From an optimization exercise on the open Yosys and OpenROAD flow, aimed at small area, a short achievable clock period and few clock cycles; shortcuts taken in it are not production practice.
Function was checked by simulation only, so behaviour that the tests miss may differ from the original.
Power and IR drop assume default switching activity.

==> design/flow/design.v <==
`timescale 1ns / 1ps
module multi_control(
	clk,
	rst,
	OP,
	PCWriteCond,
	PCWrite,
	IorD,
	MemRead,
	MemWrite,
	MemtoReg,
	IRWrite,
	PCSource,
	ALUOp,
	ALUSrcA,
	ALUSrcB,
	RegWrite,
	RegDst,
	LED
);
	input wire clk, rst;
	input wire [5:0] OP;
	output wire PCWriteCond;
	output wire PCWrite;
	output wire IorD;
	output wire MemRead;
	output wire MemWrite;
	output wire MemtoReg;
	output wire IRWrite;
	output wire [1:0] PCSource;
	output wire [1:0] ALUOp;
	output wire ALUSrcA;
	output wire [1:0] ALUSrcB;
	output wire RegWrite;
	output wire RegDst;
	output wire [4:0] LED;
	reg [3:0] state;
	wire R, LW, SW, BEQ, J;		
	assign PCWriteCond 	= (state == 4'd8);
	assign PCWrite 		= (state == 4'd0) || (state == 4'd9);
	assign IorD				= (state == 4'd3) || (state == 4'd5);
	assign MemRead 		= (state == 4'd0) || (state == 4'd3);
	assign MemWrite		= (state == 4'd5);
	assign MemtoReg		= (state == 4'd4);
	assign IRWrite			= (state == 4'd0);
	assign PCSource		= {state == 4'd9, state == 4'd8};
	assign ALUOp			= {state == 4'd6, state == 4'd8};
	assign ALUSrcA			= (state == 4'd2) || (state == 4'd6) || (state == 4'd8);
	assign ALUSrcB			= {(state == 4'd1) || (state == 4'd2), (state == 4'd0) || (state == 4'd1)};
	assign RegWrite		= (state == 4'd4) || (state == 4'd7);
	assign RegDst			= (state == 4'd7);
	assign R   = ~OP[0] & ~OP[1] & ~OP[2] & ~OP[3] & ~OP[4] & ~OP[5];
	assign LW  =  OP[0] &  OP[1] & ~OP[2] & ~OP[3] & ~OP[4] &  OP[5];
	assign SW  =  OP[0] &  OP[1] & ~OP[2] &  OP[3] & ~OP[4] &  OP[5];
	assign BEQ = ~OP[0] & ~OP[1] &  OP[2] & ~OP[3] & ~OP[4] & ~OP[5];
	assign J   = ~OP[0] &  OP[1] & ~OP[2] & ~OP[3] & ~OP[4] & ~OP[5];
	assign LED[0] = (state == 4'd0);
	assign LED[1] = (state == 4'd1);
	assign LED[2] = (state == 4'd2) || (state == 4'd6) || (state == 4'd8) || (state == 4'd9);
	assign LED[3] = (state == 4'd3) || (state == 4'd5) || (state == 4'd7);
	assign LED[4] = (state == 4'd4);
	always @(posedge clk or posedge rst)
	begin
		if (rst)
			state <= 4'd0;
		else if (state == 4'd0)
			state <= 4'd1;
		else if (state == 4'd1)
		begin
			if (J)
				state <= 4'd9;
			else if (BEQ)
				state <= 4'd8;
			else if (R)
				state <= 4'd6;
			else if (LW || SW)
				state <= 4'd2;
			else
				state <= 4'd0;
		end else if (state == 4'd6)
			state <= 4'd7;
		else if (state == 4'd2)
		begin
			if (SW)
				state <= 4'd5;
			else
				state <= 4'd3;
		end else if (state == 4'd3)
			state <= 4'd4;
		else if (state == 4'd4 || state == 4'd5 || state == 4'd7 || state == 4'd9)
			state <= 4'd0;
		else
			state <= 4'd0;
	end
endmodule
`timescale 1ns / 1ps
module multi_ALU(A, B, SUB, OP, LD, D, res, eq);
	input  wire [31:0] A, B, D;
	input  wire SUB, LD;
	input  wire [1:0] OP;
	output wire [31:0] res;
	output wire eq;
	wire [31:0] b = B ^ {32{SUB}};
	wire [31:0] p = A ^ b;
	wire [31:0] g = A & b;
	wire [31:0] gn;     
	multi_ALU_carry carry(.G(g), .P(p), .CI(SUB), .GN(gn));
	wire [31:0] sum = p ^ ~{gn[30:0], ~SUB};
	wire [31:0] lor = p | g;
	assign res = LD ? D :
	             (OP == 2'd0) ? sum :
	             (OP == 2'd1) ? lor :
	             (OP == 2'd2) ? ~lor : g;
	assign eq = (A == B);
endmodule
module multi_ALU_carry(G, P, CI, GN);
	input  wire [31:0] G, P;
	input  wire CI;
	output wire [31:0] GN;
	wire [31:0] g0, p0;
	wire [31:0] g1, p1;
	wire [31:0] g2, p2;
	wire [31:0] g3, p3;
	wire [31:0] g4, p4;
	wire [31:0] g5, p5;
	assign g0 = {G[31:1], G[0] | (P[0] & CI)};
	assign p0 = P;
	multi_inv ig0_0(.a(g0[0]), .y(g1[0]));
	assign p1[0] = 1'b0;
	assign p1[1] = 1'b0;
	multi_ks_n n0_1(.gi(g0[1]), .pi(p0[1]), .gj(g0[0]), .go(g1[1]));
	multi_ks_np n0_2(.gi(g0[2]), .pi(p0[2]), .gj(g0[1]), .pj(p0[1]), .po(p1[2]), .go(g1[2]));
	multi_ks_np n0_3(.gi(g0[3]), .pi(p0[3]), .gj(g0[2]), .pj(p0[2]), .po(p1[3]), .go(g1[3]));
	multi_ks_np n0_4(.gi(g0[4]), .pi(p0[4]), .gj(g0[3]), .pj(p0[3]), .po(p1[4]), .go(g1[4]));
	multi_ks_np n0_5(.gi(g0[5]), .pi(p0[5]), .gj(g0[4]), .pj(p0[4]), .po(p1[5]), .go(g1[5]));
	multi_ks_np n0_6(.gi(g0[6]), .pi(p0[6]), .gj(g0[5]), .pj(p0[5]), .po(p1[6]), .go(g1[6]));
	multi_ks_np n0_7(.gi(g0[7]), .pi(p0[7]), .gj(g0[6]), .pj(p0[6]), .po(p1[7]), .go(g1[7]));
	multi_ks_np n0_8(.gi(g0[8]), .pi(p0[8]), .gj(g0[7]), .pj(p0[7]), .po(p1[8]), .go(g1[8]));
	multi_ks_np n0_9(.gi(g0[9]), .pi(p0[9]), .gj(g0[8]), .pj(p0[8]), .po(p1[9]), .go(g1[9]));
	multi_ks_np n0_10(.gi(g0[10]), .pi(p0[10]), .gj(g0[9]), .pj(p0[9]), .po(p1[10]), .go(g1[10]));
	multi_ks_np n0_11(.gi(g0[11]), .pi(p0[11]), .gj(g0[10]), .pj(p0[10]), .po(p1[11]), .go(g1[11]));
	multi_ks_np n0_12(.gi(g0[12]), .pi(p0[12]), .gj(g0[11]), .pj(p0[11]), .po(p1[12]), .go(g1[12]));
	multi_ks_np n0_13(.gi(g0[13]), .pi(p0[13]), .gj(g0[12]), .pj(p0[12]), .po(p1[13]), .go(g1[13]));
	multi_ks_np n0_14(.gi(g0[14]), .pi(p0[14]), .gj(g0[13]), .pj(p0[13]), .po(p1[14]), .go(g1[14]));
	multi_ks_np n0_15(.gi(g0[15]), .pi(p0[15]), .gj(g0[14]), .pj(p0[14]), .po(p1[15]), .go(g1[15]));
	multi_ks_np n0_16(.gi(g0[16]), .pi(p0[16]), .gj(g0[15]), .pj(p0[15]), .po(p1[16]), .go(g1[16]));
	multi_ks_np n0_17(.gi(g0[17]), .pi(p0[17]), .gj(g0[16]), .pj(p0[16]), .po(p1[17]), .go(g1[17]));
	multi_ks_np n0_18(.gi(g0[18]), .pi(p0[18]), .gj(g0[17]), .pj(p0[17]), .po(p1[18]), .go(g1[18]));
	multi_ks_np n0_19(.gi(g0[19]), .pi(p0[19]), .gj(g0[18]), .pj(p0[18]), .po(p1[19]), .go(g1[19]));
	multi_ks_np n0_20(.gi(g0[20]), .pi(p0[20]), .gj(g0[19]), .pj(p0[19]), .po(p1[20]), .go(g1[20]));
	multi_ks_np n0_21(.gi(g0[21]), .pi(p0[21]), .gj(g0[20]), .pj(p0[20]), .po(p1[21]), .go(g1[21]));
	multi_ks_np n0_22(.gi(g0[22]), .pi(p0[22]), .gj(g0[21]), .pj(p0[21]), .po(p1[22]), .go(g1[22]));
	multi_ks_np n0_23(.gi(g0[23]), .pi(p0[23]), .gj(g0[22]), .pj(p0[22]), .po(p1[23]), .go(g1[23]));
	multi_ks_np n0_24(.gi(g0[24]), .pi(p0[24]), .gj(g0[23]), .pj(p0[23]), .po(p1[24]), .go(g1[24]));
	multi_ks_np n0_25(.gi(g0[25]), .pi(p0[25]), .gj(g0[24]), .pj(p0[24]), .po(p1[25]), .go(g1[25]));
	multi_ks_np n0_26(.gi(g0[26]), .pi(p0[26]), .gj(g0[25]), .pj(p0[25]), .po(p1[26]), .go(g1[26]));
	multi_ks_np n0_27(.gi(g0[27]), .pi(p0[27]), .gj(g0[26]), .pj(p0[26]), .po(p1[27]), .go(g1[27]));
	multi_ks_np n0_28(.gi(g0[28]), .pi(p0[28]), .gj(g0[27]), .pj(p0[27]), .po(p1[28]), .go(g1[28]));
	multi_ks_np n0_29(.gi(g0[29]), .pi(p0[29]), .gj(g0[28]), .pj(p0[28]), .po(p1[29]), .go(g1[29]));
	multi_ks_np n0_30(.gi(g0[30]), .pi(p0[30]), .gj(g0[29]), .pj(p0[29]), .po(p1[30]), .go(g1[30]));
	multi_ks_np n0_31(.gi(g0[31]), .pi(p0[31]), .gj(g0[30]), .pj(p0[30]), .po(p1[31]), .go(g1[31]));
	multi_inv ig1_0(.a(g1[0]), .y(g2[0]));
	assign p2[0] = 1'b0;
	multi_inv ig1_1(.a(g1[1]), .y(g2[1]));
	assign p2[1] = 1'b0;
	assign p2[2] = 1'b0;
	multi_ks_p n1_2(.gi(g1[2]), .pi(p1[2]), .gj(g1[0]), .go(g2[2]));
	assign p2[3] = 1'b0;
	multi_ks_p n1_3(.gi(g1[3]), .pi(p1[3]), .gj(g1[1]), .go(g2[3]));
	multi_ks_pp n1_4(.gi(g1[4]), .pi(p1[4]), .gj(g1[2]), .pj(p1[2]), .po(p2[4]), .go(g2[4]));
	multi_ks_pp n1_5(.gi(g1[5]), .pi(p1[5]), .gj(g1[3]), .pj(p1[3]), .po(p2[5]), .go(g2[5]));
	multi_ks_pp n1_6(.gi(g1[6]), .pi(p1[6]), .gj(g1[4]), .pj(p1[4]), .po(p2[6]), .go(g2[6]));
	multi_ks_pp n1_7(.gi(g1[7]), .pi(p1[7]), .gj(g1[5]), .pj(p1[5]), .po(p2[7]), .go(g2[7]));
	multi_ks_pp n1_8(.gi(g1[8]), .pi(p1[8]), .gj(g1[6]), .pj(p1[6]), .po(p2[8]), .go(g2[8]));
	multi_ks_pp n1_9(.gi(g1[9]), .pi(p1[9]), .gj(g1[7]), .pj(p1[7]), .po(p2[9]), .go(g2[9]));
	multi_ks_pp n1_10(.gi(g1[10]), .pi(p1[10]), .gj(g1[8]), .pj(p1[8]), .po(p2[10]), .go(g2[10]));
	multi_ks_pp n1_11(.gi(g1[11]), .pi(p1[11]), .gj(g1[9]), .pj(p1[9]), .po(p2[11]), .go(g2[11]));
	multi_ks_pp n1_12(.gi(g1[12]), .pi(p1[12]), .gj(g1[10]), .pj(p1[10]), .po(p2[12]), .go(g2[12]));
	multi_ks_pp n1_13(.gi(g1[13]), .pi(p1[13]), .gj(g1[11]), .pj(p1[11]), .po(p2[13]), .go(g2[13]));
	multi_ks_pp n1_14(.gi(g1[14]), .pi(p1[14]), .gj(g1[12]), .pj(p1[12]), .po(p2[14]), .go(g2[14]));
	multi_ks_pp n1_15(.gi(g1[15]), .pi(p1[15]), .gj(g1[13]), .pj(p1[13]), .po(p2[15]), .go(g2[15]));
	multi_ks_pp n1_16(.gi(g1[16]), .pi(p1[16]), .gj(g1[14]), .pj(p1[14]), .po(p2[16]), .go(g2[16]));
	multi_ks_pp n1_17(.gi(g1[17]), .pi(p1[17]), .gj(g1[15]), .pj(p1[15]), .po(p2[17]), .go(g2[17]));
	multi_ks_pp n1_18(.gi(g1[18]), .pi(p1[18]), .gj(g1[16]), .pj(p1[16]), .po(p2[18]), .go(g2[18]));
	multi_ks_pp n1_19(.gi(g1[19]), .pi(p1[19]), .gj(g1[17]), .pj(p1[17]), .po(p2[19]), .go(g2[19]));
	multi_ks_pp n1_20(.gi(g1[20]), .pi(p1[20]), .gj(g1[18]), .pj(p1[18]), .po(p2[20]), .go(g2[20]));
	multi_ks_pp n1_21(.gi(g1[21]), .pi(p1[21]), .gj(g1[19]), .pj(p1[19]), .po(p2[21]), .go(g2[21]));
	multi_ks_pp n1_22(.gi(g1[22]), .pi(p1[22]), .gj(g1[20]), .pj(p1[20]), .po(p2[22]), .go(g2[22]));
	multi_ks_pp n1_23(.gi(g1[23]), .pi(p1[23]), .gj(g1[21]), .pj(p1[21]), .po(p2[23]), .go(g2[23]));
	multi_ks_pp n1_24(.gi(g1[24]), .pi(p1[24]), .gj(g1[22]), .pj(p1[22]), .po(p2[24]), .go(g2[24]));
	multi_ks_pp n1_25(.gi(g1[25]), .pi(p1[25]), .gj(g1[23]), .pj(p1[23]), .po(p2[25]), .go(g2[25]));
	multi_ks_pp n1_26(.gi(g1[26]), .pi(p1[26]), .gj(g1[24]), .pj(p1[24]), .po(p2[26]), .go(g2[26]));
	multi_ks_pp n1_27(.gi(g1[27]), .pi(p1[27]), .gj(g1[25]), .pj(p1[25]), .po(p2[27]), .go(g2[27]));
	multi_ks_pp n1_28(.gi(g1[28]), .pi(p1[28]), .gj(g1[26]), .pj(p1[26]), .po(p2[28]), .go(g2[28]));
	multi_ks_pp n1_29(.gi(g1[29]), .pi(p1[29]), .gj(g1[27]), .pj(p1[27]), .po(p2[29]), .go(g2[29]));
	multi_ks_pp n1_30(.gi(g1[30]), .pi(p1[30]), .gj(g1[28]), .pj(p1[28]), .po(p2[30]), .go(g2[30]));
	multi_ks_pp n1_31(.gi(g1[31]), .pi(p1[31]), .gj(g1[29]), .pj(p1[29]), .po(p2[31]), .go(g2[31]));
	multi_inv ig2_0(.a(g2[0]), .y(g3[0]));
	assign p3[0] = 1'b0;
	multi_inv ig2_1(.a(g2[1]), .y(g3[1]));
	assign p3[1] = 1'b0;
	multi_inv ig2_2(.a(g2[2]), .y(g3[2]));
	assign p3[2] = 1'b0;
	multi_inv ig2_3(.a(g2[3]), .y(g3[3]));
	assign p3[3] = 1'b0;
	assign p3[4] = 1'b0;
	multi_ks_n n2_4(.gi(g2[4]), .pi(p2[4]), .gj(g2[0]), .go(g3[4]));
	assign p3[5] = 1'b0;
	multi_ks_n n2_5(.gi(g2[5]), .pi(p2[5]), .gj(g2[1]), .go(g3[5]));
	assign p3[6] = 1'b0;
	multi_ks_n n2_6(.gi(g2[6]), .pi(p2[6]), .gj(g2[2]), .go(g3[6]));
	assign p3[7] = 1'b0;
	multi_ks_n n2_7(.gi(g2[7]), .pi(p2[7]), .gj(g2[3]), .go(g3[7]));
	multi_ks_np n2_8(.gi(g2[8]), .pi(p2[8]), .gj(g2[4]), .pj(p2[4]), .po(p3[8]), .go(g3[8]));
	multi_ks_np n2_9(.gi(g2[9]), .pi(p2[9]), .gj(g2[5]), .pj(p2[5]), .po(p3[9]), .go(g3[9]));
	multi_ks_np n2_10(.gi(g2[10]), .pi(p2[10]), .gj(g2[6]), .pj(p2[6]), .po(p3[10]), .go(g3[10]));
	multi_ks_np n2_11(.gi(g2[11]), .pi(p2[11]), .gj(g2[7]), .pj(p2[7]), .po(p3[11]), .go(g3[11]));
	multi_ks_np n2_12(.gi(g2[12]), .pi(p2[12]), .gj(g2[8]), .pj(p2[8]), .po(p3[12]), .go(g3[12]));
	multi_ks_np n2_13(.gi(g2[13]), .pi(p2[13]), .gj(g2[9]), .pj(p2[9]), .po(p3[13]), .go(g3[13]));
	multi_ks_np n2_14(.gi(g2[14]), .pi(p2[14]), .gj(g2[10]), .pj(p2[10]), .po(p3[14]), .go(g3[14]));
	multi_ks_np n2_15(.gi(g2[15]), .pi(p2[15]), .gj(g2[11]), .pj(p2[11]), .po(p3[15]), .go(g3[15]));
	multi_ks_np n2_16(.gi(g2[16]), .pi(p2[16]), .gj(g2[12]), .pj(p2[12]), .po(p3[16]), .go(g3[16]));
	multi_ks_np n2_17(.gi(g2[17]), .pi(p2[17]), .gj(g2[13]), .pj(p2[13]), .po(p3[17]), .go(g3[17]));
	multi_ks_np n2_18(.gi(g2[18]), .pi(p2[18]), .gj(g2[14]), .pj(p2[14]), .po(p3[18]), .go(g3[18]));
	multi_ks_np n2_19(.gi(g2[19]), .pi(p2[19]), .gj(g2[15]), .pj(p2[15]), .po(p3[19]), .go(g3[19]));
	multi_ks_np n2_20(.gi(g2[20]), .pi(p2[20]), .gj(g2[16]), .pj(p2[16]), .po(p3[20]), .go(g3[20]));
	multi_ks_np n2_21(.gi(g2[21]), .pi(p2[21]), .gj(g2[17]), .pj(p2[17]), .po(p3[21]), .go(g3[21]));
	multi_ks_np n2_22(.gi(g2[22]), .pi(p2[22]), .gj(g2[18]), .pj(p2[18]), .po(p3[22]), .go(g3[22]));
	multi_ks_np n2_23(.gi(g2[23]), .pi(p2[23]), .gj(g2[19]), .pj(p2[19]), .po(p3[23]), .go(g3[23]));
	multi_ks_np n2_24(.gi(g2[24]), .pi(p2[24]), .gj(g2[20]), .pj(p2[20]), .po(p3[24]), .go(g3[24]));
	multi_ks_np n2_25(.gi(g2[25]), .pi(p2[25]), .gj(g2[21]), .pj(p2[21]), .po(p3[25]), .go(g3[25]));
	multi_ks_np n2_26(.gi(g2[26]), .pi(p2[26]), .gj(g2[22]), .pj(p2[22]), .po(p3[26]), .go(g3[26]));
	multi_ks_np n2_27(.gi(g2[27]), .pi(p2[27]), .gj(g2[23]), .pj(p2[23]), .po(p3[27]), .go(g3[27]));
	multi_ks_np n2_28(.gi(g2[28]), .pi(p2[28]), .gj(g2[24]), .pj(p2[24]), .po(p3[28]), .go(g3[28]));
	multi_ks_np n2_29(.gi(g2[29]), .pi(p2[29]), .gj(g2[25]), .pj(p2[25]), .po(p3[29]), .go(g3[29]));
	multi_ks_np n2_30(.gi(g2[30]), .pi(p2[30]), .gj(g2[26]), .pj(p2[26]), .po(p3[30]), .go(g3[30]));
	multi_ks_np n2_31(.gi(g2[31]), .pi(p2[31]), .gj(g2[27]), .pj(p2[27]), .po(p3[31]), .go(g3[31]));
	multi_inv ig3_0(.a(g3[0]), .y(g4[0]));
	assign p4[0] = 1'b0;
	multi_inv ig3_1(.a(g3[1]), .y(g4[1]));
	assign p4[1] = 1'b0;
	multi_inv ig3_2(.a(g3[2]), .y(g4[2]));
	assign p4[2] = 1'b0;
	multi_inv ig3_3(.a(g3[3]), .y(g4[3]));
	assign p4[3] = 1'b0;
	multi_inv ig3_4(.a(g3[4]), .y(g4[4]));
	assign p4[4] = 1'b0;
	multi_inv ig3_5(.a(g3[5]), .y(g4[5]));
	assign p4[5] = 1'b0;
	multi_inv ig3_6(.a(g3[6]), .y(g4[6]));
	assign p4[6] = 1'b0;
	multi_inv ig3_7(.a(g3[7]), .y(g4[7]));
	assign p4[7] = 1'b0;
	assign p4[8] = 1'b0;
	multi_ks_p n3_8(.gi(g3[8]), .pi(p3[8]), .gj(g3[0]), .go(g4[8]));
	assign p4[9] = 1'b0;
	multi_ks_p n3_9(.gi(g3[9]), .pi(p3[9]), .gj(g3[1]), .go(g4[9]));
	assign p4[10] = 1'b0;
	multi_ks_p n3_10(.gi(g3[10]), .pi(p3[10]), .gj(g3[2]), .go(g4[10]));
	assign p4[11] = 1'b0;
	multi_ks_p n3_11(.gi(g3[11]), .pi(p3[11]), .gj(g3[3]), .go(g4[11]));
	assign p4[12] = 1'b0;
	multi_ks_p n3_12(.gi(g3[12]), .pi(p3[12]), .gj(g3[4]), .go(g4[12]));
	assign p4[13] = 1'b0;
	multi_ks_p n3_13(.gi(g3[13]), .pi(p3[13]), .gj(g3[5]), .go(g4[13]));
	assign p4[14] = 1'b0;
	multi_ks_p n3_14(.gi(g3[14]), .pi(p3[14]), .gj(g3[6]), .go(g4[14]));
	assign p4[15] = 1'b0;
	multi_ks_p n3_15(.gi(g3[15]), .pi(p3[15]), .gj(g3[7]), .go(g4[15]));
	multi_ks_pp n3_16(.gi(g3[16]), .pi(p3[16]), .gj(g3[8]), .pj(p3[8]), .po(p4[16]), .go(g4[16]));
	multi_ks_pp n3_17(.gi(g3[17]), .pi(p3[17]), .gj(g3[9]), .pj(p3[9]), .po(p4[17]), .go(g4[17]));
	multi_ks_pp n3_18(.gi(g3[18]), .pi(p3[18]), .gj(g3[10]), .pj(p3[10]), .po(p4[18]), .go(g4[18]));
	multi_ks_pp n3_19(.gi(g3[19]), .pi(p3[19]), .gj(g3[11]), .pj(p3[11]), .po(p4[19]), .go(g4[19]));
	multi_ks_pp n3_20(.gi(g3[20]), .pi(p3[20]), .gj(g3[12]), .pj(p3[12]), .po(p4[20]), .go(g4[20]));
	multi_ks_pp n3_21(.gi(g3[21]), .pi(p3[21]), .gj(g3[13]), .pj(p3[13]), .po(p4[21]), .go(g4[21]));
	multi_ks_pp n3_22(.gi(g3[22]), .pi(p3[22]), .gj(g3[14]), .pj(p3[14]), .po(p4[22]), .go(g4[22]));
	multi_ks_pp n3_23(.gi(g3[23]), .pi(p3[23]), .gj(g3[15]), .pj(p3[15]), .po(p4[23]), .go(g4[23]));
	multi_ks_pp n3_24(.gi(g3[24]), .pi(p3[24]), .gj(g3[16]), .pj(p3[16]), .po(p4[24]), .go(g4[24]));
	multi_ks_pp n3_25(.gi(g3[25]), .pi(p3[25]), .gj(g3[17]), .pj(p3[17]), .po(p4[25]), .go(g4[25]));
	multi_ks_pp n3_26(.gi(g3[26]), .pi(p3[26]), .gj(g3[18]), .pj(p3[18]), .po(p4[26]), .go(g4[26]));
	multi_ks_pp n3_27(.gi(g3[27]), .pi(p3[27]), .gj(g3[19]), .pj(p3[19]), .po(p4[27]), .go(g4[27]));
	multi_ks_pp n3_28(.gi(g3[28]), .pi(p3[28]), .gj(g3[20]), .pj(p3[20]), .po(p4[28]), .go(g4[28]));
	multi_ks_pp n3_29(.gi(g3[29]), .pi(p3[29]), .gj(g3[21]), .pj(p3[21]), .po(p4[29]), .go(g4[29]));
	multi_ks_pp n3_30(.gi(g3[30]), .pi(p3[30]), .gj(g3[22]), .pj(p3[22]), .po(p4[30]), .go(g4[30]));
	multi_ks_pp n3_31(.gi(g3[31]), .pi(p3[31]), .gj(g3[23]), .pj(p3[23]), .po(p4[31]), .go(g4[31]));
	multi_inv ig4_0(.a(g4[0]), .y(g5[0]));
	assign p5[0] = 1'b0;
	multi_inv ig4_1(.a(g4[1]), .y(g5[1]));
	assign p5[1] = 1'b0;
	multi_inv ig4_2(.a(g4[2]), .y(g5[2]));
	assign p5[2] = 1'b0;
	multi_inv ig4_3(.a(g4[3]), .y(g5[3]));
	assign p5[3] = 1'b0;
	multi_inv ig4_4(.a(g4[4]), .y(g5[4]));
	assign p5[4] = 1'b0;
	multi_inv ig4_5(.a(g4[5]), .y(g5[5]));
	assign p5[5] = 1'b0;
	multi_inv ig4_6(.a(g4[6]), .y(g5[6]));
	assign p5[6] = 1'b0;
	multi_inv ig4_7(.a(g4[7]), .y(g5[7]));
	assign p5[7] = 1'b0;
	multi_inv ig4_8(.a(g4[8]), .y(g5[8]));
	assign p5[8] = 1'b0;
	multi_inv ig4_9(.a(g4[9]), .y(g5[9]));
	assign p5[9] = 1'b0;
	multi_inv ig4_10(.a(g4[10]), .y(g5[10]));
	assign p5[10] = 1'b0;
	multi_inv ig4_11(.a(g4[11]), .y(g5[11]));
	assign p5[11] = 1'b0;
	multi_inv ig4_12(.a(g4[12]), .y(g5[12]));
	assign p5[12] = 1'b0;
	multi_inv ig4_13(.a(g4[13]), .y(g5[13]));
	assign p5[13] = 1'b0;
	multi_inv ig4_14(.a(g4[14]), .y(g5[14]));
	assign p5[14] = 1'b0;
	multi_inv ig4_15(.a(g4[15]), .y(g5[15]));
	assign p5[15] = 1'b0;
	assign p5[16] = 1'b0;
	multi_ks_n n4_16(.gi(g4[16]), .pi(p4[16]), .gj(g4[0]), .go(g5[16]));
	assign p5[17] = 1'b0;
	multi_ks_n n4_17(.gi(g4[17]), .pi(p4[17]), .gj(g4[1]), .go(g5[17]));
	assign p5[18] = 1'b0;
	multi_ks_n n4_18(.gi(g4[18]), .pi(p4[18]), .gj(g4[2]), .go(g5[18]));
	assign p5[19] = 1'b0;
	multi_ks_n n4_19(.gi(g4[19]), .pi(p4[19]), .gj(g4[3]), .go(g5[19]));
	assign p5[20] = 1'b0;
	multi_ks_n n4_20(.gi(g4[20]), .pi(p4[20]), .gj(g4[4]), .go(g5[20]));
	assign p5[21] = 1'b0;
	multi_ks_n n4_21(.gi(g4[21]), .pi(p4[21]), .gj(g4[5]), .go(g5[21]));
	assign p5[22] = 1'b0;
	multi_ks_n n4_22(.gi(g4[22]), .pi(p4[22]), .gj(g4[6]), .go(g5[22]));
	assign p5[23] = 1'b0;
	multi_ks_n n4_23(.gi(g4[23]), .pi(p4[23]), .gj(g4[7]), .go(g5[23]));
	assign p5[24] = 1'b0;
	multi_ks_n n4_24(.gi(g4[24]), .pi(p4[24]), .gj(g4[8]), .go(g5[24]));
	assign p5[25] = 1'b0;
	multi_ks_n n4_25(.gi(g4[25]), .pi(p4[25]), .gj(g4[9]), .go(g5[25]));
	assign p5[26] = 1'b0;
	multi_ks_n n4_26(.gi(g4[26]), .pi(p4[26]), .gj(g4[10]), .go(g5[26]));
	assign p5[27] = 1'b0;
	multi_ks_n n4_27(.gi(g4[27]), .pi(p4[27]), .gj(g4[11]), .go(g5[27]));
	assign p5[28] = 1'b0;
	multi_ks_n n4_28(.gi(g4[28]), .pi(p4[28]), .gj(g4[12]), .go(g5[28]));
	assign p5[29] = 1'b0;
	multi_ks_n n4_29(.gi(g4[29]), .pi(p4[29]), .gj(g4[13]), .go(g5[29]));
	assign p5[30] = 1'b0;
	multi_ks_n n4_30(.gi(g4[30]), .pi(p4[30]), .gj(g4[14]), .go(g5[30]));
	assign p5[31] = 1'b0;
	multi_ks_n n4_31(.gi(g4[31]), .pi(p4[31]), .gj(g4[15]), .go(g5[31]));
	assign GN = g5;
endmodule
module multi_ks_np(gi, pi, gj, pj, go, po);
	input  wire gi, pi, gj, pj;
	output wire go, po;
	assign go = ~(gi | (pi & gj));
	assign po = ~(pi & pj);
endmodule
module multi_ks_n(gi, pi, gj, go);
	input  wire gi, pi, gj;
	output wire go;
	assign go = ~(gi | (pi & gj));
endmodule
module multi_ks_pp(gi, pi, gj, pj, go, po);
	input  wire gi, pi, gj, pj;
	output wire go, po;
	assign go = ~(gi & (pi | gj));
	assign po = ~(pi | pj);
endmodule
module multi_ks_p(gi, pi, gj, go);
	input  wire gi, pi, gj;
	output wire go;
	assign go = ~(gi & (pi | gj));
endmodule
module multi_inv(a, y);
	input  wire a;
	output wire y;
	assign y = ~a;
endmodule
`timescale 1ns / 1ps
module multi_ALU_Ctrl(
	ALUOp,	
	FUNC,		
	OP			
);
	input wire  [1:0] ALUOp;
	input wire  [5:0] FUNC;
	output wire [2:0] OP;
	wire LS, BEQ, R;
	wire OP_ADD, OP_SUB, OP_AND, OP_OR, OP_SLT;
	assign LS  = ~ALUOp[0] & ~ALUOp[1];
	assign BEQ =  ALUOp[0] & ~ALUOp[1];
	assign R   = ~ALUOp[0] &  ALUOp[1];
	assign OP_ADD = LS  | (FUNC[5] & ~FUNC[4] & ~FUNC[3] & ~FUNC[2] & ~FUNC[1] & ~FUNC[0] & R);
	assign OP_SUB = BEQ | (FUNC[5] & ~FUNC[4] & ~FUNC[3] & ~FUNC[2] &  FUNC[1] & ~FUNC[0] & R);
	assign OP_OR  = FUNC[5] & ~FUNC[4] & ~FUNC[3] &  FUNC[2] & ~FUNC[1] &  FUNC[0] & R;
	assign OP_NOR = FUNC[5] & ~FUNC[4] & ~FUNC[3] &  FUNC[2] &  FUNC[1] &  FUNC[0] & R;
	assign OP[2] =  OP_SUB | OP_NOR;
	assign OP[1] =  OP_ADD | OP_SUB;
	assign OP[0] =  OP_OR;
endmodule
`timescale 1ns / 1ps
module multi_register_files(
	clk, rst,
	NextA, NextB, AddrC,
	DataA, DataB, DataC,
	WriteAddr, WriteData, WriteEN
);
	input  wire clk, rst, WriteEN;
	input  wire [ 4:0] NextA, NextB, AddrC, WriteAddr;
	input  wire [31:0] WriteData;
	output wire [31:0] DataA, DataB, DataC;
	reg  [1023:0] mem;
	reg  [31:0] valid;
	reg  [31:0] selA, selB;
	wire [31:0] wsel  = WriteEN ? (32'd1 << WriteAddr) : 32'd0;
	wire [31:0] vnext = valid | wsel;
	genvar r, b;
	generate
		for (r = 0; r < 32; r = r + 1) begin : regs
			always @(posedge clk)
				if (wsel[r])
					mem[r*32 +: 32] <= WriteData;
			always @(posedge clk or posedge rst)
				if (rst)
					valid[r] <= 1'b0;
				else if (wsel[r])
					valid[r] <= 1'b1;
		end
	endgenerate
	always @(posedge clk) begin
		selA <= (32'd1 << NextA) & vnext;
		selB <= (32'd1 << NextB) & vnext;
	end
	wire [31:0] selC;
	wire [3:0]  cl;
	wire [7:0]  ch;
	multi_dec2 dcl(.a(AddrC[1:0]), .y(cl));
	multi_dec3 dch(.a(AddrC[4:2]), .y(ch));
	generate
		for (r = 0; r < 32; r = r + 1) begin : dec
			multi_and3 sc(.a(cl[r % 4]), .b(ch[r / 4]), .c(valid[r]), .y(selC[r]));
		end
		for (b = 0; b < 32; b = b + 1) begin : rd
			wire [31:0] col;
			for (r = 0; r < 32; r = r + 1) begin : c
				assign col[r] = mem[r*32 + b];
			end
			multi_rf_read_s ra(.sel(selA), .d(col), .y(DataA[b]));
			multi_rf_read_s rb(.sel(selB), .d(col), .y(DataB[b]));
			multi_rf_read rc(.sel(selC), .d(col), .y(DataC[b]));
		end
	endgenerate
endmodule
module multi_rf_read(sel, d, y);
	input  wire [31:0] sel, d;
	output wire y;
	wire [3:0] g;
	wire [1:0] n;
	multi_rf_and8 g0(.sel(sel[ 7: 0]), .d(d[ 7: 0]), .y(g[0]));
	multi_rf_and8 g1(.sel(sel[15: 8]), .d(d[15: 8]), .y(g[1]));
	multi_rf_and8 g2(.sel(sel[23:16]), .d(d[23:16]), .y(g[2]));
	multi_rf_and8 g3(.sel(sel[31:24]), .d(d[31:24]), .y(g[3]));
	multi_nor2 n0(.a(g[0]), .b(g[1]), .y(n[0]));
	multi_nor2 n1(.a(g[2]), .b(g[3]), .y(n[1]));
	multi_nand2 o(.a(n[0]), .b(n[1]), .y(y));
endmodule
module multi_rf_and8(sel, d, y);
	input  wire [7:0] sel, d;
	output wire y;
	assign y = |(sel & d);
endmodule
module multi_nor2(a, b, y);
	input  wire a, b;
	output wire y;
	assign y = ~(a | b);
endmodule
module multi_nand2(a, b, y);
	input  wire a, b;
	output wire y;
	assign y = ~(a & b);
endmodule
module multi_rf_read_s(sel, d, y);
	input  wire [31:0] sel, d;
	output wire y;
	wire [2:0] g;
	wire n, i2;
	multi_rf_and12 g0(.sel(sel[11: 0]), .d(d[11: 0]), .y(g[0]));
	multi_rf_and12 g1(.sel(sel[23:12]), .d(d[23:12]), .y(g[1]));
	multi_rf_and8  g2(.sel(sel[31:24]), .d(d[31:24]), .y(g[2]));
	multi_nor2 n0(.a(g[0]), .b(g[1]), .y(n));
	multi_inv  v2(.a(g[2]), .y(i2));
	multi_nand2 o(.a(n), .b(i2), .y(y));
endmodule
module multi_rf_and12(sel, d, y);
	input  wire [11:0] sel, d;
	output wire y;
	wire [3:0] t;
	genvar k;
	generate
		for (k = 0; k < 4; k = k + 1) begin : a
			multi_aoi222 c(.a0(sel[3*k]), .b0(d[3*k]), .a1(sel[3*k+1]), .b1(d[3*k+1]),
			               .a2(sel[3*k+2]), .b2(d[3*k+2]), .y(t[k]));
		end
	endgenerate
	assign y = ~&t;
endmodule
module multi_aoi222(a0, b0, a1, b1, a2, b2, y);
	input  wire a0, b0, a1, b1, a2, b2;
	output wire y;
	assign y = ~((a0 & b0) | (a1 & b1) | (a2 & b2));
endmodule
module multi_dec2(a, y);
	input  wire [1:0] a;
	output wire [3:0] y;
	assign y = 4'd1 << a;
endmodule
module multi_dec3(a, y);
	input  wire [2:0] a;
	output wire [7:0] y;
	assign y = 8'd1 << a;
endmodule
module multi_and3(a, b, c, y);
	input  wire a, b, c;
	output wire y;
	assign y = a & b & c;
endmodule
`timescale 1ns / 1ps
module multi_register_EN(
	EN,		
	clk,		
	rst,		
	data_in,	
	data_out	
);
	parameter N = 32;
	input  wire EN;
	input  wire clk, rst;
	input  wire [N - 1 : 0] data_in;
	output reg [N - 1 : 0] data_out;
	always @(posedge clk or posedge rst)
		if (rst)
			data_out <= 0;
		else if (EN == 1'b1)
			data_out <= data_in;
		else
			data_out <= data_out;
endmodule
`timescale 1ns / 1ps
module multi_mux2(
	A,		
	B,		
	Ctrl,	
	S		
);
	parameter N = 32;
	input wire [N - 1: 0] A, B;
	output wire [N - 1: 0] S;
	input wire Ctrl;
	assign S = (Ctrl == 1'b0) ? A : B;
endmodule
`timescale 1ns / 1ps
module multi_mux4(
	A,		
	B,		
	C,		
	D,		
	Ctrl,	
	S		
	);
	parameter N = 16;
	input wire [N - 1: 0] A, B, C, D;
	output wire [N - 1: 0] S;
	input wire [1:0] Ctrl;
	assign S = (Ctrl == 2'b00) ? A :
				  ((Ctrl == 2'b01) ? B :
				  ((Ctrl == 2'b10) ? C : D
				  ));
endmodule
`timescale 1ns / 1ps
module multi_signext(
	input_16,	
	output_32	
);
	input wire [15:0]input_16;
	output wire [31:0]output_32;
assign output_32 = {{16{input_16[15]}}, input_16[15:0]};
endmodule
`timescale 1ns / 1ps
module multi_cpu_core(
	clk,         
	rst,         
	mem_addr,    
	mem_we,      
	mem_wdata,   
	mem_rdata,   
	dbg_addr,    
	dbg_data     
);
	input  wire clk;
	input  wire rst;
	output wire [9:0]  mem_addr;
	output wire        mem_we;
	output wire [31:0] mem_wdata;
	input  wire [31:0] mem_rdata;
	input  wire [4:0]  dbg_addr;
	output wire [31:0] dbg_data;
	reg  [11:2] pc;           
	reg         e_r, e_lw, e_sw, e_beq;
	reg         e_sub;        
	reg  [1:0]  e_op;         
	reg  [25:0] ir;
	reg  [4:0]  mrt;          
	reg         mc, m_we;
	reg  [9:0]  maddr;
	wire [31:0] ra, rb;
	wire        rf_we;
	wire [4:0]  rf_wa;
	wire [31:0] rf_wd;
	wire [31:0] ins = mem_rdata;    
	wire        eq;
	wire [11:0] ea;           
	multi_ALU ALU(
		.A(ra), .B(rb),
		.SUB(e_sub), .OP(e_op), .LD(mc), .D(mem_rdata),
		.res(rf_wd), .eq(eq)
	);
	assign ea = ra[11:0] + ir[11:0];
	wire [11:0] st_t  = {pc, 2'b00} - ir[11:0];
	wire [11:2] st_t1 = st_t[11:2] + 10'd1;
	wire st_hit;
	multi_st_hit sth(.ra(ra[11:0]), .t(st_t), .t1(st_t1), .hit(st_hit));
	wire e_go    = ~mc;                        
	wire br_take = e_beq & eq & e_go;
	wire smc     = e_sw & e_go & st_hit;
	assign rf_we = (e_r & e_go) | (mc & ~m_we);
	assign rf_wa = mc ? mrt : ir[15:11];
	multi_register_files register_files(
		.clk(clk), .rst(rst), .WriteEN(rf_we),
		.WriteData(rf_wd), .WriteAddr(rf_wa),
		.NextA(mc ? ir[25:21] : ins[25:21]),
		.NextB((mc | e_sw) ? ir[20:16] : ins[20:16]),    
		.AddrC(dbg_addr),
		.DataA(ra), .DataB(rb), .DataC(dbg_data)
	);
	wire [5:0]  fop = ins[31:26];
	wire [5:0]  ffn = ins[5:0];
	wire f_r   = (fop == 6'd0);
	wire f_lw  = (fop == 6'd35);
	wire f_sw  = (fop == 6'd43);
	wire f_j   = (fop == 6'd2);
	wire f_beq = (fop == 6'd4);
	wire f_bsame = f_beq & (ins[25:21] == ins[20:16]);    
	wire [11:2] pc1    = pc + 10'd1;
	wire [11:2] e_btgt = pc  + ir[9:0];        
	wire [11:2] f_btgt = pc1 + ins[9:0];
	wire [11:2] f_jtgt = ins[9:0];
	wire f_kill  = br_take | smc;              
	wire f_redir = f_j | f_bsame;
	wire [11:2] pc_f = f_j ? f_jtgt : (f_bsame ? f_btgt : pc1);
	wire [11:2] pc_s, pc_n;
	multi_mux2 #(.N(10)) pc_smc(.A(pc_f), .B(pc), .Ctrl(mc | smc), .S(pc_s));
	multi_mux2 #(.N(10)) pc_br(.A(pc_s), .B(e_btgt), .Ctrl(br_take), .S(pc_n));
	always @(posedge clk or posedge rst)
		if (rst)
			pc <= 10'd0;
		else
			pc <= pc_n;
	always @(posedge clk or posedge rst)
		if (rst) begin
			e_r   <= 1'b0;
			e_lw  <= 1'b0;
			e_sw  <= 1'b0;
			e_beq <= 1'b0;
		end else begin
			e_r   <= ~f_kill & (e_go ? f_r : e_r);
			e_lw  <= ~f_kill & (e_go ? f_lw : e_lw);
			e_sw  <= ~f_kill & (e_go ? f_sw : e_sw);
			e_beq <= ~f_kill & (e_go ? f_beq & ~f_bsame : e_beq);
		end
	always @(posedge clk)
		if (e_go) begin
			ir    <= ins[25:0];
			e_sub <= (ffn == 6'h22);
			e_op  <= (ffn == 6'h20 || ffn == 6'h22) ? 2'd0 :
			         (ffn == 6'h25) ? 2'd1 :
			         (ffn == 6'h27) ? 2'd2 : 2'd3;
		end
	always @(posedge clk or posedge rst)
		if (rst) begin
			mc   <= 1'b0;
			m_we <= 1'b0;
		end else begin
			mc   <= e_go & (e_lw | e_sw);
			m_we <= e_go & e_sw;
		end
	always @(posedge clk) begin
		maddr <= ea[11:2];
		mrt   <= ir[20:16];
	end
	assign mem_addr  = mc ? maddr : pc[11:2];
	assign mem_we    = m_we;
	assign mem_wdata = rb;
endmodule
module multi_st_hit(ra, t, t1, hit);
	input  wire [11:0] ra, t;
	input  wire [11:2] t1;
	output wire hit;
	assign hit = (ra[1:0] >= t[1:0]) ? (ra[11:2] == t[11:2]) : (ra[11:2] == t1);
endmodule
==> design/flow/flow/run.sh <==
#!/bin/bash
# The standard layout (standard.sh: ORFS synthesis through finish), with
# one change: the buffers buffer_ports puts on every input and output port
# are sky130_fd_sc_hd__buf_1 cells instead of the default pick (a clkdlybuf4s
# delay cell, which repair cannot resize into a fast buffer).
# All tool output goes to standard.log here; ORFS keeps its per-step logs
# under orfs/logs/.
set -euo pipefail
export BUFFER_PORTS_ARGS="-buffer_cell sky130_fd_sc_hd__buf_1"
bash standard.sh > standard.log 2>&1
==> design/flow/standard.sh <==
#!/bin/bash
# synth_recipe.tcl (not shown) runs the flow's synth.tcl, then flattens the netlist and writes it again
# the make line also repeats each setting of config.mk as NAME=value (left out here)
make -C /OpenROAD-flow-scripts/flow DESIGN_CONFIG=/design/flow/config.mk WORK_HOME=/design/flow/orfs CLKGATE_MAP_FILE= SYNTH_SCRIPT=/design/flow/synth_recipe.tcl "${@:-finish}"
==> design/flow/config.mk <==
export PLATFORM = sky130hd
export DESIGN_NAME = multi_cpu_core
export DESIGN_NICKNAME = multi_cpu_core
export VERILOG_FILES = /design/flow/design.v
export SDC_FILE = /design/flow/constraint.sdc
export NUM_CORES = 8
export LEC_CHECK = 0
export CAP_MARGIN = 20
export CORE_MARGIN = 2
export CORE_UTILIZATION = 62
export CTS_CLUSTER_DIAMETER = 90
export CTS_CLUSTER_SIZE = 24
export PLACE_DENSITY = 0.68
export SETUP_SLACK_MARGIN = 3.0
export SLEW_MARGIN = 20
export SYNTH_HIERARCHICAL = 1
export TNS_END_PERCENT = 10
==> design/flow/constraint.sdc <==
create_clock -name core_clock -period 8.0 [get_ports {clk}]
set_input_delay 1.6000 -clock core_clock [delete_from_list [all_inputs] [get_ports {clk}]]
set_output_delay 1.6000 -clock core_clock [all_outputs]
set_load 0.01 [all_outputs]
==> summary.txt, run 1 <==
HP Start ir[18]; overall routing resource usage 52.9%; Startpoint Class input pin; endpoints failing hold 0; Syn Nets 4489; crit path DAT 3.62 ns; Synth Area per Inst 13.1 µm²; RSZ-0062 raised after global routing true; final std cells w/o fill 6003; # fillers 6421; hold-critical path depth 0; Register-to-Register Path Depth 15; die width 308 µm; DP HPWL 146000 µm; global-route wire length before repair 353000 µm; crit end category primary output; Top Ports 114; layout cell share with drive strength beyond 1 15.7%; Layout Skew 0.0404 ns; core area 0.0918 mm²; setup violators final 0; slew margin rel. 30.5%; GRT Max-Usage Layer met2; maximum vdd drop 0.204 mV; slowest stage cell, crit path nand4_1; Leakage 21.7 nW; CTS Sinks 1180; RePlAce Congestion 0.990; CTS Hold Bufs 0; Routed WL per cell 43.2 µm; Slowest Stage Delay on Critical Path 0.41 ns; clk slew on worst S/H paths 0.10 ns; crit path buf inv count 4; initial antenna violation count 16; CTS tree done; CTS Buf Count 56; Iter 0 DRT Violations 17100; Peak Freq 191 MHz; HP Class reg2reg; DRC 0; Fin Setup TNS 0 ns; CTS Root Cell clkbuf_16; clock latency (worst-skew pair) 0.76 ns; period utilisation layout 65.3%; via/cell ratio 8.86; global-route met1 utilization 67.5%; pre-CTS setup slack 1.88 ns; crit path max fanout 7; Worst-Margin Slew 1.04 ns; IO buf count 113; DRT Pass-1 Iters 22; CP Class in2out; Area growth syn-to-layout 12.2%; Hold Path Sink mrt[2]; Rows 111; CP most frequent cell buf_6; Routed Antenna Nets 0; area of the multi-input gates 0.0235 mm²; Worst path top cell family by delay simple AND/OR/NAND/NOR gates; placed insts 5842; RR Endpoint register_files.mem[841]; vias in the first global route 47800; Final WS setup 2.78 ns; number of synthesis warnings 8; M2 GR Usage 69.7%; setup slack, reg-to-reg 2.80 ns; final wirelength 259000 µm; Post-Synthesis Cells 4374; cell area after synthesis 0.0575 mm²; min cycle time layout 5.22 ns; power per cell area 188 mW/mm²; status finished clean; R2R Path Start register_files.selA[14]; Slew Limit Fails 0; FF/Latch Area 0.0344 mm²; GR Overflow Total 0; Initial Util 62.6%; Max H-tree Level 2; max-cap violation count 0; via count 53200; nets 4840; Critical Path RT 6.40 ns; Max Buffers Root-to-Sink 3; largest net degree at the start of global routing 58; Die Ht 308 µm; met3 Use GR 27.3%; critical-path cell list buf_4 > nor2b_4 > buf_6 > and3_4 > buf_12 > a22oi_2 > nand4_1 > nor2_2 > nand2_2 > buf_6; full die area 0.0951 mm²
## area by class of cell
| type | count | share of cell area [%] |
|---|---|---|
| Inverter | 166 | 0.966 |
| Antenna cell | 9 | 0.0349 |
| Tap cell | 1243 | 2.41 |
| Multi-Input combinational cell | 2982 | 36.4 |
| Timing Repair Buffer | 339 | 4.37 |
| Clock buffer | 76 | 2.29 |
| Sequential cell | 1180 | 53.4 |
| Clock inverter | 8 | 0.157 |
## registers in the layout (all words and copies together), names as in the netlist
signal / count
register_files.mem: 1024
register_files.selA: 32
register_files.selB: 32
register_files.valid: 32
ir: 26
maddr: 10
pc: 10
mrt: 5
e_op: 2
e_beq: 1
e_lw: 1
e_r: 1
e_sub: 1
e_sw: 1
m_we: 1
mc: 1
## worst max-delay path by stage
stage                     start           end  depth (start not counted)
floorplan           dbg_addr[2]   dbg_data[0]                          6
global placement    dbg_addr[1]  dbg_data[28]                          9
detailed placement  dbg_addr[1]  dbg_data[28]                          9
CTS                 dbg_addr[1]  dbg_data[28]                          9
global route        dbg_addr[2]  dbg_data[16]                          9
finish              dbg_addr[1]  dbg_data[28]                         10
## placed cells by master, fill, tap and decap left out, types with 26 or more instances in the layout
cell type	n
ha_1	72
nor3_1	77
buf_4	170
nor2_2	61
dfrtp_1	47
o31ai_4	30
nand4_1	325
xnor2_1	65
nor2_4	48
dfxtp_1	74
buf_1	94
edfxtp_1	1053
inv_1	166
mux2_2	26
a22oi_1	767
clkbuf_16	61
a222oi_1	512
xor2_1	84
a21oi_2	73
o21ai_2	44
nor2_1	203
nand2_1	161
mux2i_1	34
a22oi_2	32
a21oi_1	66
## report_power, final
| part | total, mW | switching (mW) | internal (mW) | leakage (nW) |
|---|---|---|---|---|
| sequential | 6.87 | 0.105 | 6.76 | 11.3 |
| clock | 3.31 | 1.99 | 1.31 | 0.761 |
| combinational | 1.96 | 1.18 | 0.778 | 9.62 |
| total | 12.1 | 3.28 | 8.86 | 21.7 |
## metrics by stage
step	utilization, %	power, mW	hold slack (ns)	instance area [µm²]
after floorplan	-	8.33	0.344	57500
after global placement	66.5	8.82	0.346	61100
after detailed placement	66.5	8.85	0.352	61100
after CTS	69.6	12.0	0.384	63800
after global routing	70.2	12.4	0.406	64500
final	70.2	12.1	0.382	64500
## timing repair
item | 4_1_cts | 5_1_grt
setup endpoints to repair | 441 | 866
setup buffers | 33 | 12
pin swaps | 69 | 34
cloned | 12 | 6
resized for setup | 195 | 79
## metal layers
layer,part of all wire (%),up-vias
met2,38,6543
met3,21,1713
met5,0.11,-
met1,31,25000
met4,9.7,24
li1,-,19900
Testbench counts, summed over its fixed seeds: cycles 36,474.
==> run 2, diff against run 1 <==
--- a/design/flow/config.mk
+++ b/design/flow/config.mk
@@ -9,6 +9,6 @@
 export CORE_MARGIN = 2
-export CORE_UTILIZATION = 62
+export CORE_UTILIZATION = 66
 export CTS_CLUSTER_DIAMETER = 90
 export CTS_CLUSTER_SIZE = 24
-export PLACE_DENSITY = 0.68
+export PLACE_DENSITY = 0.76
 export SETUP_SLACK_MARGIN = 3.0
==> run 2 against run 1 <==
Against the previous run:
- still clean
- global-route usage grew 1.2 points
- clock skew grew 0.013 ns
- critical path depth shrank 1
- flip-flop and latch count is the same
- via count is essentially flat
- first-iteration DRC count shrank 0.13%
- synthesized area is the same
- fmax shrank 2.9%
- count of clock-buffer cells in the layout is the same
- sequential share of layout area grew 0.23 points
- final cell count shrank 1.8%
- largest power group unchanged
==> summary.txt, run 2 <==
Startpoint Class input pin (unchanged); via/cell ratio 9.02 (was 8.86); vias in the first global route 49800 (was 47800); Fin Setup TNS 0 ns (unchanged); Leakage 21.5 nW (was 21.7 nW); Critical Path RT 6.40 ns (about the same); number of synthesis warnings 8 (unchanged); endpoints failing hold 0 (unchanged); clock power share 27.3% (about the same); Register-to-Register Path Depth 15 (unchanged); most frequent cells in the layout edfxtp_1 (1053), a22oi_1 (779), a222oi_1 (512) (was edfxtp_1 (1053), a22oi_1 (767), a222oi_1 (512)); max-cap violation count 0 (unchanged); Largest register FFs 1024 (unchanged); die width 299 µm (was 308 µm); final wirelength 249000 µm (was 259000 µm); Rows 108 (was 111); setup violators final 0 (unchanged); GR Overflow Total 0 (unchanged); DRC 0 (unchanged); global-route met1 utilization 67.6% (was 67.5%); initial antenna violation count 4 (was 16); RSZ-0062 raised after global routing true (unchanged); core area 0.0865 mm² (was 0.0918 mm²); maximum vdd drop 0.246 mV (was 0.204 mV); Top Ports 114 (unchanged); crit path DAT 3.78 ns (was 3.62 ns); hold-critical path depth 0 (unchanged); nets 4825 (was 4840); cell area after synthesis 0.0575 mm² (unchanged); clock latency (worst-skew pair) 0.73 ns (was 0.76 ns); HP Class reg2reg (unchanged); DRT Pass-1 Iters 32 (was 22); CTS Hold Bufs 0 (unchanged); Routed Antenna Nets 0 (unchanged); Slew Limit Fails 0 (unchanged); power per cell area 189 mW/mm² (was 188 mW/mm²); Switching Share 26.8% (was 27.0%); CTS tree done (unchanged); min cycle time layout 5.38 ns (was 5.22 ns); # fillers 5626 (was 6421); Max H-tree Level 2 (unchanged); GRT Max-Usage Layer met2 (unchanged); Syn Nets 4489 (unchanged); Max Buffers Root-to-Sink 3 (unchanged); Initial Util 66.4% (was 62.6%); Largest Register register_files.mem (unchanged); Iter 0 DRT Violations 17100 (about the same); Logic pwr share 16.1% (about the same); Synth Area per Inst 13.1 µm² (unchanged); IO buf count 113 (unchanged); internal cell power 8.89 mW (was 8.86 mW); CP Class in2out (unchanged); P_sw 3.25 mW (was 3.28 mW); crit end category primary output (unchanged); period utilisation layout 67.3% (was 65.3%); overall routing resource usage 54.1% (was 52.9%); full die area 0.0894 mm² (was 0.0951 mm²); Reg power frac 56.6% (about the same); largest net degree at the start of global routing 39 (was 58); M2 GR Usage 72.7% (was 69.7%); DP HPWL 147000 µm (was 146000 µm); most common cell after layout, fill and taps aside edfxtp_1 (unchanged); crit path max fanout 16 (was 7); Layout Skew 0.0539 ns (was 0.0404 ns); global-route wire length before repair 348000 µm (was 353000 µm); total power 12.1 mW (about the same); via count 53100 (was 53200); RePlAce Congestion 1.03 (was 0.990); Area growth syn-to-layout 11.7% (was 12.2%); clk slew on worst S/H paths 0.10 ns (about the same); CTS Buf Count 56 (unchanged); CTS Root Cell clkbuf_16 (unchanged); Die Ht 299 µm (was 308 µm); Post-Synthesis Cells 4374 (unchanged); slew margin rel. 24.7% (was 30.5%); CTS Sinks 1180 (unchanged); Worst-Margin Slew 1.13 ns (was 1.04 ns); layout cell share with drive strength beyond 1 14.8% (was 15.7%); status finished clean (unchanged); Peak Freq 186 MHz (was 191 MHz); met3 Use GR 26.0% (was 27.3%); Routed WL per cell 42.2 µm (was 43.2 µm)
==> run 2: path summary, 6_finish.rpt <==
check                                            start                  endpoint  slack, ns
worst min-delay path                            ir[18]                    mrt[2]       0.37
worst max-delay path                       dbg_addr[0]               dbg_data[1]       2.62
max in group asynchronous                          rst                        mc       6.30
worst max register to register  register_files.selA[0]   register_files.mem[508]       2.80
min in group asynchronous                          rst  register_files.valid[21]       1.06
worst min register to register                  ir[18]                    mrt[2]       0.37
==> run 2: timing repair <==
item,in CTS,in global routing
resized for setup,170,71
buffers inserted,18,15
endpoints found under the setup margin,230,946
pin swaps,46,23
cloned,6,2
==> run 2: power groups by stage <==
stage | registers (mW) | clock network (mW) | logic, mW
3_5_place_dp | 7.00 | 0 | 1.86
2_1_floorplan | 6.97 | 0 | 1.36
5_1_grt | 6.87 | 3.48 | 2.09
6_report | 6.87 | 3.32 | 1.96
3_3_place_gp | 7.00 | 0 | 1.82
4_1_cts | 6.86 | 3.26 | 1.88
==> run 2: worst max-delay path, stage by stage <==
cell	delay, ns
buf_4	0.14
and2_4	0.21
and3_4	0.20
buf_12	0.16
a22oi_2	0.21
nand4_1	0.56
nor2_2	0.40
nand2_2	0.12
buf_6	0.14
==> run 2: per-stage QoR <==
| step | cells | hold slack (ns) | setup WS [ns] | util [%] | cell area [µm²] |
|---|---|---|---|---|---|
| after detailed placement | 5757 | 0.354 | 2.04 | 70.6 | 61000 |
| after global placement | 5754 | 0.345 | 2.04 | 70.5 | 61000 |
| after global routing | 5891 | 0.374 | 2.79 | 74.2 | 64200 |
| after floorplan | 4374 | 0.344 | 3.40 | - | 57500 |
| final | 5894 | 0.367 | 2.62 | 74.2 | 64200 |
| after CTS | 5865 | 0.367 | 2.90 | 73.6 | 63600 |
==> run 2: cell type report <==
cell class                      count  area (µm²)  area share [%]
Antenna cell                        3        7.51          0.0117
Clock buffer                       76        1520            2.37
Clock inverter                      8        97.6           0.152
Inverter                          166         623           0.971
Multi-Input combinational cell   2976       23300            36.4
Sequential cell                  1180       34400            53.6
Tap cell                         1155        1450            2.25
Timing Repair Buffer              330        2750            4.29
==> run 2: metal layers <==
metal	part of all wire (%)	wire length, µm	vias to the layer above
met5	0.047	116	-
met4	11	26900	8
met3	20	49900	1938
met2	39	96700	6809
met1	30	75200	24500
li1	-	-	19900
==> run 3, diff against run 2 <==
--- a/design/flow/config.mk
+++ b/design/flow/config.mk
@@ -9,6 +9,6 @@
 export CORE_MARGIN = 2
-export CORE_UTILIZATION = 66
+export CORE_UTILIZATION = 62
 export CTS_CLUSTER_DIAMETER = 90
 export CTS_CLUSTER_SIZE = 24
-export PLACE_DENSITY = 0.76
+export PLACE_DENSITY = 0.72
 export SETUP_SLACK_MARGIN = 3.0
@@ -16,2 +16 @@
 export SYNTH_HIERARCHICAL = 1
-export TNS_END_PERCENT = 10
==> run 3 against run 2 <==
Against the previous run:
- still clean
- synthesized cell count unchanged
- combinational power about the same
- sequential power about the same
- clock skew is 0.023 ns higher
- critical path depth did not move
- setup slack gained 0.14 ns
- register-to-register slack improved by 0.06 ns
- non-clock buffer count is 9 lower
- final cell count rose by 1.5%
- critical endpoint is now dbg_data[20]
==> summary.txt, run 3 <==
status finished clean (unchanged); Iter 0 DRT Violations 17100 (about the same); CTS Buf Count 57 (was 56); Area growth syn-to-layout 11.9% (was 11.7%); die width 308 µm (was 299 µm); overall routing resource usage 52.8% (was 54.1%); vias in the first global route 49500 (was 49800); Layout Skew 0.0765 ns (was 0.0539 ns); initial antenna violation count 4 (unchanged); final wirelength 257000 µm (was 249000 µm); maximum vdd drop 0.196 mV (was 0.246 mV); Top Ports 114 (unchanged); Worst-Margin Slew 1.19 ns (was 1.13 ns); Leakage 21.6 nW (was 21.5 nW); Critical Path RT 6.40 ns (about the same); DP HPWL 149000 µm (was 147000 µm); placed insts 5844 (was 5757); Fin Setup TNS 0 ns (unchanged); GR Overflow Total 0 (unchanged); Startpoint Class input pin (unchanged); Slew Limit Fails 0 (unchanged); crit end category primary output (unchanged); Max Buffers Root-to-Sink 3 (unchanged); crit path DAT 3.64 ns (was 3.78 ns); Die Ht 308 µm (was 299 µm); endpoints failing hold 0 (unchanged); Initial Util 62.6% (was 66.4%); Routed Antenna Nets 0 (unchanged); CTS Sinks 1180 (unchanged); IO buf count 113 (unchanged); Core Util, Final 70.0% (was 74.2%); most frequent cells in the layout edfxtp_1 (1053), a22oi_1 (762), a222oi_1 (512) (was edfxtp_1 (1053), a22oi_1 (779), a222oi_1 (512)); core area 0.0918 mm² (was 0.0865 mm²); Rows 111 (was 108); crit path max fanout 8 (was 16); cell area after layout 0.0643 mm² (was 0.0642 mm²); Routed WL per cell 43.0 µm (was 42.2 µm); full die area 0.0951 mm² (was 0.0894 mm²); cell area after synthesis 0.0575 mm² (unchanged); number of synthesis warnings 8 (unchanged); largest net degree at the start of global routing 55 (was 39); slew margin rel. 20.8% (was 24.7%); min cycle time layout 5.24 ns (was 5.38 ns); CP Class in2out (unchanged); CTS tree done (unchanged); layout cell share with drive strength beyond 1 15.8% (was 14.8%); global-route wire length before repair 355000 µm (was 348000 µm); RePlAce Congestion 0.992 (was 1.03); final std cells w/o fill 5982 (was 5894); power per cell area 191 mW/mm² (was 189 mW/mm²); DRT Pass-1 Iters 23 (was 32); Post-Synthesis Cells 4374 (unchanged); placed cell area 0.0611 mm² (was 0.0610 mm²); max-cap violation count 0 (unchanged); Syn Nets 4489 (unchanged); CTS Root Cell clkbuf_16 (unchanged); via/cell ratio 8.91 (was 9.02); clk slew on worst S/H paths 0.09 ns (was 0.10 ns); setup violators final 0 (unchanged); RSZ-0062 raised after global routing true (unchanged); via count 53300 (was 53100); Largest Register register_files.mem (unchanged); DRC 0 (unchanged); clock latency (worst-skew pair) 0.79 ns (was 0.73 ns); Max H-tree Level 2 (unchanged); HP Class reg2reg (unchanged); period utilisation layout 65.5% (was 67.3%); Peak Freq 191 MHz (was 186 MHz); most common cell after layout, fill and taps aside edfxtp_1 (unchanged); Largest register FFs 1024 (unchanged); nets 4822 (was 4825); Synth Area per Inst 13.1 µm² (unchanged)
[run 3: cell types whose count changed in the layout (fill, tap and decap cells not counted), sizes merged]
| cell | change |
|---|---|
| bufbuf | -2 |
| bufinv | +1 |
| inv | +2 |
| clkinvlp | -1 |
| and3 | +5 |
| clkbuf | +8 |
| buf | -13 |
| clkinv | -2 |
| diode | +2 |
[run 3: cell type report]
cell class              count  area [µm²]
inverters                 166         623
clock buffers              78        1510
diodes                      5        12.5
multi-input cells        2981       23500
clock inverters             8         146
repair buffers            321        2520
flip-flops and latches   1180       34400
well taps                1243        1560
fillers                  6371       27500
[run 3: stage by stage]
step | setup slack (ns) | hold slack [ns] | total power, mW
after floorplan | 3.40 | 0.344 | 8.33
after global placement | 1.94 | 0.350 | 8.83
after detailed placement | 1.99 | 0.351 | 8.87
after CTS | 2.98 | 0.373 | 12.1
after global routing | 2.85 | 0.387 | 12.5
final | 2.76 | 0.379 | 12.2
[run 3: final timing paths]
kind,from,to,slack [ns],cells after the start
min in group asynchronous,rst,register_files.valid[7],0.99,3
max in group asynchronous,rst,mc,6.46,2
hold / removal,ir[17],mrt[1],0.38,0
setup reg to reg,register_files.selB[14],register_files.mem[667],2.86,17
hold reg to reg,ir[17],mrt[1],0.38,0
setup / recovery,dbg_addr[4],dbg_data[20],2.76,9
[run 3: what timing repair did]
action,4_1_cts,5_1_grt
resized for setup,142,149
setup endpoints to repair,760,887
hold buffers,0,0
pin swaps,49,64
buffers inserted,17,13
cloned,7,4
[run 3: worst max-delay path, stage by stage]
cell and delay, ns:
buf_12 0.11, and3b_2 0.25, and3_4 0.27, clkbuf_16 0.22, a22oi_1 0.24, nand4_1 0.37
nor2_2 0.29, nand2_1 0.12, buf_2 0.15
[run 3: per-layer routing]
| layer | track usage (%) | part of all wire [%] |
|---|---|---|
| met2 | 70.2 | 39 |
| met3 | 26.1 | 20 |
| met4 | 37.3 | 10 |
| met1 | 66.5 | 31 |
| met5 | 1.71 | 0.074 |
[run 3: power by group]
group	internal (mW)	leakage, nW	total [mW]	switching [mW]
combinational	0.784	9.47	1.99	1.20
clock	1.38	0.798	3.39	2.02
sequential	6.77	11.3	6.87	0.101
total	8.93	21.6	12.2	3.32
==> run 4, diff against run 3 <==
--- a/design/flow/config.mk
+++ b/design/flow/config.mk
@@ -16 +16,2 @@
 export SYNTH_HIERARCHICAL = 1
+export TNS_END_PERCENT = 40
==> run 4 against run 3 <==
Against the previous run:
- still clean
- core utilization fell by 0.28 points
- synthesized area did not move
- count of clock-buffer cells in the layout did not move
- non-clock buffer count fell by 11
- via count fell by 0.47%
- setup slack got worse by 0.0081 ns
- synthesized cell count did not move
- worst hold slack got worse by 0.0021 ns
- flip-flop and latch count did not move
- global-route usage did not move
- sequential share of layout area rose by 0.22 points
- clock skew fell by 0.0071 ns
- critical endpoint is now dbg_data[0]
- highest routed layer unchanged
==> summary.txt, run 4 <==
Synth Area per Inst 13.1 µm² (unchanged); Critical Path RT 6.40 ns (about the same); Startpoint Class input pin (unchanged); Peak Freq 190 MHz (was 191 MHz); via count 53100 (was 53300); Die Ht 308 µm (unchanged); vias in the first global route 49500 (unchanged); CTS Buf Count 57 (unchanged); pre-CTS setup slack 1.99 ns (unchanged); max-cap violation count 0 (unchanged); Routed WL per cell 42.9 µm (was 43.0 µm); CTS Sinks 1180 (unchanged); overall routing resource usage 52.8% (unchanged); clock latency (worst-skew pair) 0.79 ns (about the same); core area 0.0918 mm² (unchanged); clk slew on worst S/H paths 0.09 ns (about the same); Layout Skew 0.0694 ns (was 0.0765 ns); Slew Limit Fails 0 (unchanged); Top Ports 114 (unchanged); Routed Antenna Nets 0 (unchanged); Worst-Margin Slew 1.13 ns (was 1.19 ns); power per cell area 191 mW/mm² (about the same); initial antenna violation count 3 (was 4); Initial Util 62.6% (unchanged); Largest Register register_files.mem (unchanged); via/cell ratio 8.89 (was 8.91); nets 4811 (was 4822); crit path max fanout 8 (unchanged); most common cell after layout, fill and taps aside edfxtp_1 (unchanged); DRC 0 (unchanged); maximum vdd drop 0.194 mV (was 0.196 mV); clock power share 27.7% (about the same); period utilisation layout 65.6% (was 65.5%); R2R Path Start register_files.selA[14] (was register_files.selB[14]); HP Class reg2reg (unchanged); min cycle time layout 5.25 ns (was 5.24 ns); Core Util, Final 69.7% (was 70.0%); HP Start ir[17] (unchanged); RePlAce Congestion 0.992 (unchanged); CP startpoint dbg_addr[4] (unchanged); CTS Root Cell clkbuf_16 (unchanged); Switching Share 27.1% (about the same); global-route wire length before repair 355000 µm (unchanged); final wirelength 256000 µm (was 257000 µm); layout cell share with drive strength beyond 1 15.2% (was 15.8%); most frequent cells in the layout edfxtp_1 (1053), a22oi_1 (768), a222oi_1 (512) (was edfxtp_1 (1053), a22oi_1 (762), a222oi_1 (512)); crit path DAT 3.65 ns (was 3.64 ns); setup violators final 0 (unchanged); RSZ-0062 raised after global routing true (unchanged); largest net degree at the start of global routing 55 (unchanged); DP HPWL 149000 µm (unchanged); Max Buffers Root-to-Sink 3 (unchanged); DRT Pass-1 Iters 22 (was 23); Leakage 21.5 nW (was 21.6 nW); GR Overflow Total 0 (unchanged); Iter 0 DRT Violations 16800 (was 17100); endpoints failing hold 0 (unchanged); IO buf count 113 (unchanged); status finished clean (unchanged); Fin Setup TNS 0 ns (unchanged); P_sw 3.32 mW (about the same); Post-Synthesis Cells 4374 (unchanged); slew margin rel. 24.6% (was 20.8%); CTS tree done (unchanged); Reg power frac 56.1% (about the same); number of synthesis warnings 8 (unchanged); die width 308 µm (unchanged); Final WS setup 2.75 ns (was 2.76 ns); full die area 0.0951 mm² (unchanged); Max H-tree Level 2 (unchanged); crit end category primary output (unchanged); Largest register FFs 1024 (unchanged); cell area after synthesis 0.0575 mm² (unchanged); Logic pwr share 16.2% (about the same); Rows 111 (unchanged); CP Class in2out (unchanged); Syn Nets 4489 (unchanged); Area growth syn-to-layout 11.4% (was 11.9%); internal cell power 8.92 mW (was 8.93 mW)
[run 4: stage by stage]
stage / hold slack [ns] / cell area (µm²) / power, mW / std cells
after floorplan: 0.344 / 57500 / 8.33 / 4374
after global placement: 0.350 / 61100 / 8.83 / 5843
after detailed placement: 0.351 / 61100 / 8.87 / 5844
after CTS: 0.373 / 63500 / 12.1 / 5954
after global routing: 0.387 / 64000 / 12.5 / 5967
final: 0.377 / 64000 / 12.2 / 5971
[run 4: layout make-up]
type / instances / area, µm²
multi-input cells: 2981 / 23400
repair buffers: 310 / 2320
inverters: 166 / 623
well taps: 1243 / 1560
fillers: 6410 / 27800
clock inverters: 8 / 146
clock buffers: 78 / 1510
diodes: 5 / 12.5
flip-flops and latches: 1180 / 34400
[run 4: power by group through the flow]
stage                     logic, mW  registers [mW]  clock network [mW]
after floorplan                1.36            6.97                   0
after global placement         1.84            7.00                   0
after detailed placement       1.87            7.00                   0
after CTS                      1.90            6.86                3.34
after global routing           2.10            6.87                3.55
final                          1.98            6.87                3.40
[run 4: critical path, cell delays in order]
cell,delay [ns]
buf_6,0.11
and3b_2,0.25
and3_4,0.27
buf_12,0.19
a22oi_2,0.17
nand4_1,0.46
nor2_2,0.30
nand2_1,0.11
buf_2,0.16
[run 4: per-layer routing]
metal	vias to the layer above	global-route usage [%]	routed length, µm	part of all wire [%]
li1	19800	-	-	-
met1	24900	66.5	80200	31
met2	6543	70.2	99500	39
met3	1749	26.1	50500	20
met4	8	37.3	25800	10
met5	-	1.71	149	0.058
[run 4: what timing repair did]
action	in CTS	in global routing
pin swaps	49	42
cloned	7	2
hold buffers	0	0
buffers inserted	17	4
resized for setup	142	120
setup endpoints to repair	760	887
[run 4: final timing paths]
| kind | endpoint | slack, ns | depth (start not counted) |
|---|---|---|---|
| min reg2reg | mrt[1] | 0.38 | 0 |
| max | dbg_data[0] | 2.75 | 9 |
| max in group asynchronous | mc | 6.46 | 2 |
| min | mrt[1] | 0.38 | 0 |
| min in group asynchronous | register_files.valid[9] | 0.99 | 3 |
| max reg2reg | register_files.mem[667] | 2.92 | 16 |

-- separate check: timing with driven ports --
The results above use ideal ports. As a check the final layouts listed here were re-extracted and re-timed, cells and wires unchanged. Step 1 assumes that a clkbuf_16 drives the clock port and a buf_2 every other input. Step 2, shift: input delay + t, output delay - t, t = (earliest + latest rising clock arrival at the registers) / 2. This alone moves slack from input paths to output paths. a / b / c = no drivers / after step 1 / after step 2; a / b = the first two.
run | t, ns | setup WS [ns] | worst hold slack (ns) | latest minus earliest clock arrival (ns) | worst register clock-pin slew, ns
run 1 | 0.808 | 2.777 / 2.741 / 2.741 | 0.382 / 0.382 / 0.382 | 0.040 / 0.040 | 0.11 / 0.11
run 2 | 0.780 | 2.619 / 2.558 / 2.558 | 0.367 / 0.367 / 0.367 | 0.054 / 0.054 | 0.11 / 0.11
run 3 | 0.828 | 2.757 / 2.709 / 2.709 | 0.379 / 0.379 / 0.379 | 0.077 / 0.076 | 0.12 / 0.12
run 4 | 0.825 | 2.749 / 2.711 / 2.711 | 0.377 / 0.377 / 0.377 | 0.070 / 0.069 | 0.11 / 0.11
After both steps every run listed still meets setup and hold. For run 2, which loses most, drivers alone change the setup slack by -0.061 ns; drivers and shift together by -0.061 ns.
